This design comes from an exercise in tuning for small area on the open sky130 flow, not from production work.
The RTL was checked by simulation tests, not by an equivalence proof against the original design.
No driver is modelled on the clock port, so clocking that relies on it looks cheaper here than on a real chip.
Power is estimated from default activity; no workload was simulated.

== run A ==
// TOP_image_and_mouse
module TOP_image_and_mouse(
    input clk, reset_p,
    input data,
    input data_clk,
    input RsRx,
    input [0:0] sw,
    output Hsync, Vsync,
    output [3:0] V2M_Red, V2M_Green, V2M_Blue,
    output fb_we,
    output [16:0] fb_waddr,
    output [11:0] fb_wdata,
    output [16:0] fb_raddr,
    input  [11:0] fb_rdata);
For scale: roughly 79 I/O pins, about 8200 µm² of cells after synthesis.
export LEC_CHECK = 0
export CAP_MARGIN = 0
export CORE_MARGIN = 2
export CORE_UTILIZATION = 40
export SLEW_MARGIN = 0
create_clock -name core_clock -period 10.0 [get_ports {clk}]
standard.sh (not shown) runs the stock make flow with config.mk's settings and CLKGATE_MAP_FILE= SYNTH_SCRIPT=/design/flow/synth_recipe.tcl, a recipe that flattens the netlist after the stock synthesis.
==> flow/flow/run.sh <==
#!/bin/bash
# Own layout flow: the standard flow (the standard synthesis unchanged),
# with minimum-size port buffers, logic cells downsized before the placement
# repair, and a clock tree of clkbuf_4 (no dummy loads) in which only the
# buffers whose loads would see too slow a clock edge are made larger.
set -euo pipefail
here=$(pwd)
export BUFFER_PORTS_ARGS="-buffer_cell sky130_fd_sc_hd__buf_1"
export CTS_ARGS="-sink_clustering_enable -repair_clock_nets -buf_list sky130_fd_sc_hd__clkbuf_4 -dont_use_dummy_load"
export PRE_RESIZE_TCL="$here/flow/downsize.tcl"
export POST_CTS_TCL="$here/flow/clkfix.tcl"
bash standard.sh synth > "$here/synth.log" 2>&1
bash standard.sh > "$here/layout.log" 2>&1
==> flow/flow/clkfix.tcl <==
# After clock tree synthesis with clkbuf_4: give each clock buffer whose
# loads see a slew above the target the next larger clkbuf, until none does,
# then legalize the placement again.
set target 0.118
set block [ord::get_db_block]
for {set iter 0} {$iter < 6} {incr iter} {
  estimate_parasitics -placement
  set changed 0
  foreach inst [$block getInsts] {
    set m [[$inst getMaster] getName]
    if { ![string match "sky130_fd_sc_hd__clkbuf_*" $m] } { continue }
    set onet [[$inst findITerm X] getNet]
    if { $onet eq "NULL" } { continue }
    set worst 0
    foreach it [$onet getITerms] {
      if { [$it getInst] eq $inst } { continue }
      set p [get_pins -quiet "[[$it getInst] getName]/[[$it getMTerm] getName]"]
      if { $p eq "" } { continue }
      set s [get_property $p slew_max]
      if { $s > $worst } { set worst $s }
    }
    if { $worst > $target } {
      set next ""
      switch -- $m {
        sky130_fd_sc_hd__clkbuf_1 { set next sky130_fd_sc_hd__clkbuf_2 }
        sky130_fd_sc_hd__clkbuf_2 { set next sky130_fd_sc_hd__clkbuf_4 }
        sky130_fd_sc_hd__clkbuf_4 { set next sky130_fd_sc_hd__clkbuf_8 }
        sky130_fd_sc_hd__clkbuf_8 { set next sky130_fd_sc_hd__clkbuf_16 }
      }
      if { $next ne "" } { replace_cell [$inst getName] $next; incr changed }
    }
  }
  puts "clkfix: pass $iter, $changed clock buffers upsized"
  if { $changed == 0 } { break }
}
detailed_placement
check_placement -verbose
estimate_parasitics -placement
Other scripts of this flow, unchanged in this note and not shown: flow/flow/downsize.tcl
Changes in run B relative to run A:
Settings: changing CAP_MARGIN from 0 to 20; changing SLEW_MARGIN from 0 to 20; changing CORE_UTILIZATION from 40 to 50.
--- a/flow/flow/clkfix.tcl
+++ b/flow/flow/clkfix.tcl
@@ -3,3 +3,3 @@
 # then legalize the placement again.
-set target 0.118
+set target 0.110
 set block [ord::get_db_block]
==> run notes <==
Relative to run A, the wire length of the first global-routing pass of run B is lower by about 2%. The pin count of the biggest net entering global routing of run B is lower than that of run A. When the final numbers for run A and run B were put side by side, the setup slack turned out to be greater in run B. Relative to run A, routed wire length per instance has gone up in run B. Relative to run A, total chip power increased by 1.7% in run B. In the metrics for run A and run B, the one carrying the higher die outline area is run A. Looking at via count, run B sits 83 higher than run A does.
Changes in run C relative to run B:
Settings: CORE_UTILIZATION: 50 -> 60.
==> flow/flow/run.sh <==
#!/bin/bash
# Own layout flow: the standard flow (the standard synthesis unchanged),
# with minimum-size port buffers, a clock tree of clkbuf_8 without dummy
# loads, and logic cells downsized before the placement repair.
set -euo pipefail
here=$(pwd)
export BUFFER_PORTS_ARGS="-buffer_cell sky130_fd_sc_hd__buf_1"
export CTS_ARGS="-sink_clustering_enable -repair_clock_nets -buf_list sky130_fd_sc_hd__clkbuf_8 -dont_use_dummy_load"
export PRE_RESIZE_TCL="$here/flow/downsize.tcl"
bash standard.sh synth > "$here/synth.log" 2>&1
bash standard.sh > "$here/layout.log" 2>&1
removed: flow/flow/clkfix.tcl
Run C -> run B: combinational share of power flat
Run C: full flow OK, the timing, DRC and antenna checks passed
[compare] base=run B new=run C: routed wire length shows a reduction of about 3%, area after synthesis level, clock network latency to the later pin of the worst-skew pair moved up, core utilization picked up an extra 11 points, filler-free cell count of the finished design has decreased.
Per the comparison of run C with run B, post-route worst setup slack down 0.16 ns; via count shrank by 0.50%; design area stayed essentially flat.
Run B -> run C: wire length of the first global-routing pass decreased by a few percent
--- input diff run C..run D ---
Settings: a change of CORE_UTILIZATION from 60 to 30.
==> flow/flow/run.sh <==
#!/bin/bash
# Own layout flow: the standard flow (the standard synthesis unchanged),
# with minimum-size port buffers, logic cells downsized before the placement
# repair, and a clock tree of clkbuf_4 (no dummy loads) in which only the
# buffers whose loads would see too slow a clock edge are made larger.
set -euo pipefail
here=$(pwd)
export BUFFER_PORTS_ARGS="-buffer_cell sky130_fd_sc_hd__buf_1"
export CTS_ARGS="-sink_clustering_enable -repair_clock_nets -buf_list sky130_fd_sc_hd__clkbuf_4 -dont_use_dummy_load"
export PRE_RESIZE_TCL="$here/flow/downsize.tcl"
export POST_CTS_TCL="$here/flow/clkfix.tcl"
bash standard.sh synth > "$here/synth.log" 2>&1
bash standard.sh > "$here/layout.log" 2>&1
==> flow/flow/clkfix.tcl (new file) <==
# After clock tree synthesis with clkbuf_4: give each clock buffer whose
# loads see a slew above the target the next larger clkbuf, until none does,
# then legalize the placement again.
set target 0.110
set block [ord::get_db_block]
for {set iter 0} {$iter < 6} {incr iter} {
  estimate_parasitics -placement
  set changed 0
  foreach inst [$block getInsts] {
    set m [[$inst getMaster] getName]
    if { ![string match "sky130_fd_sc_hd__clkbuf_*" $m] } { continue }
    set onet [[$inst findITerm X] getNet]
    if { $onet eq "NULL" } { continue }
    set worst 0
    foreach it [$onet getITerms] {
      if { [$it getInst] eq $inst } { continue }
      set p [get_pins -quiet "[[$it getInst] getName]/[[$it getMTerm] getName]"]
      if { $p eq "" } { continue }
      set s [get_property $p slew_max]
      if { $s > $worst } { set worst $s }
    }
    if { $worst > $target } {
      set next ""
      switch -- $m {
        sky130_fd_sc_hd__clkbuf_1 { set next sky130_fd_sc_hd__clkbuf_2 }
        sky130_fd_sc_hd__clkbuf_2 { set next sky130_fd_sc_hd__clkbuf_4 }
        sky130_fd_sc_hd__clkbuf_4 { set next sky130_fd_sc_hd__clkbuf_8 }
        sky130_fd_sc_hd__clkbuf_8 { set next sky130_fd_sc_hd__clkbuf_16 }
      }
      if { $next ne "" } { replace_cell [$inst getName] $next; incr changed }
    }
  }
  puts "clkfix: pass $iter, $changed clock buffers upsized"
  if { $changed == 0 } { break }
}
detailed_placement
check_placement -verbose
estimate_parasitics -placement
### Flow results
Re final HPWL from detailed placement: run C was lower than run D.
Post-route fraction of the period consumed by the critical path in run D vs run C: down 3.6 points
Taking run C as the reference, in run D iteration-0 DRC count of the detailed router increased 45%; post-synthesis share of cell area spent on xor and xnor gates essentially unchanged; met1 routed wirelength after detailed routing rose 10%.
Compared run D vs run C, and first-pass GRT wire length is up in run D.
Of run D and run C, the lower effective utilization at floorplan belongs to run D.
### run D -> run E
Settings: a change of CORE_UTILIZATION from 30 to 40.
==> flow/flow/run.sh <==
#!/bin/bash
# Own layout flow: the standard flow (the standard synthesis unchanged),
# with minimum-size port buffers, a clock tree of clkbuf_8 without dummy
# loads, and logic cells downsized before the placement repair.
set -euo pipefail
here=$(pwd)
export BUFFER_PORTS_ARGS="-buffer_cell sky130_fd_sc_hd__buf_1"
export CTS_ARGS='-repair_clock_nets -buf_list sky130_fd_sc_hd__clkbuf_16 -dont_use_dummy_load'
export PRE_RESIZE_TCL="$here/flow/downsize.tcl"
bash standard.sh synth > "$here/synth.log" 2>&1
bash standard.sh > "$here/layout.log" 2>&1
removed: flow/flow/clkfix.tcl
Notes after the runs:
- Wire length of the first global-routing pass was higher in the run labelled run E.
- The standard cells in run E occupy more silicon area than those in run D do.
- Timing-limited maximum frequency (run E vs. run D) decreases by a few percent

separate check: timing with driven ports:
The results above use ideal ports. As a check the final layouts listed here were re-extracted and re-timed, cells and wires unchanged.
Step 1 assumes that a clkbuf_16 drives the clock port and a buf_2 every other input.
Step 2 adds t to the input delays and takes it off the output delays; t is the mean of the earliest and latest rising clock arrival at the registers after step 1. Input paths then give back, and output paths get back, about the clock's delay inside the block.
a / b / c = ideal / step 1 / step 2; a / b = the first two.
run	shift t [ns]	setup WS [ns]	worst data-port slew with drivers (ns)	cell pins on the clock port's net
run A	0.394	3.573 / 3.573 / 3.573	0.05	1
run B	0.404	3.600 / 3.600 / 3.600	0.03	1
run C	0.474	3.437 / 3.437 / 3.437	0.03	1
run D	0.403	3.797 / 3.797 / 3.797	0.05	1
run E	0.461	3.539 / 3.539 / 3.539	0.05	1
After both steps every run listed still meets setup and hold.
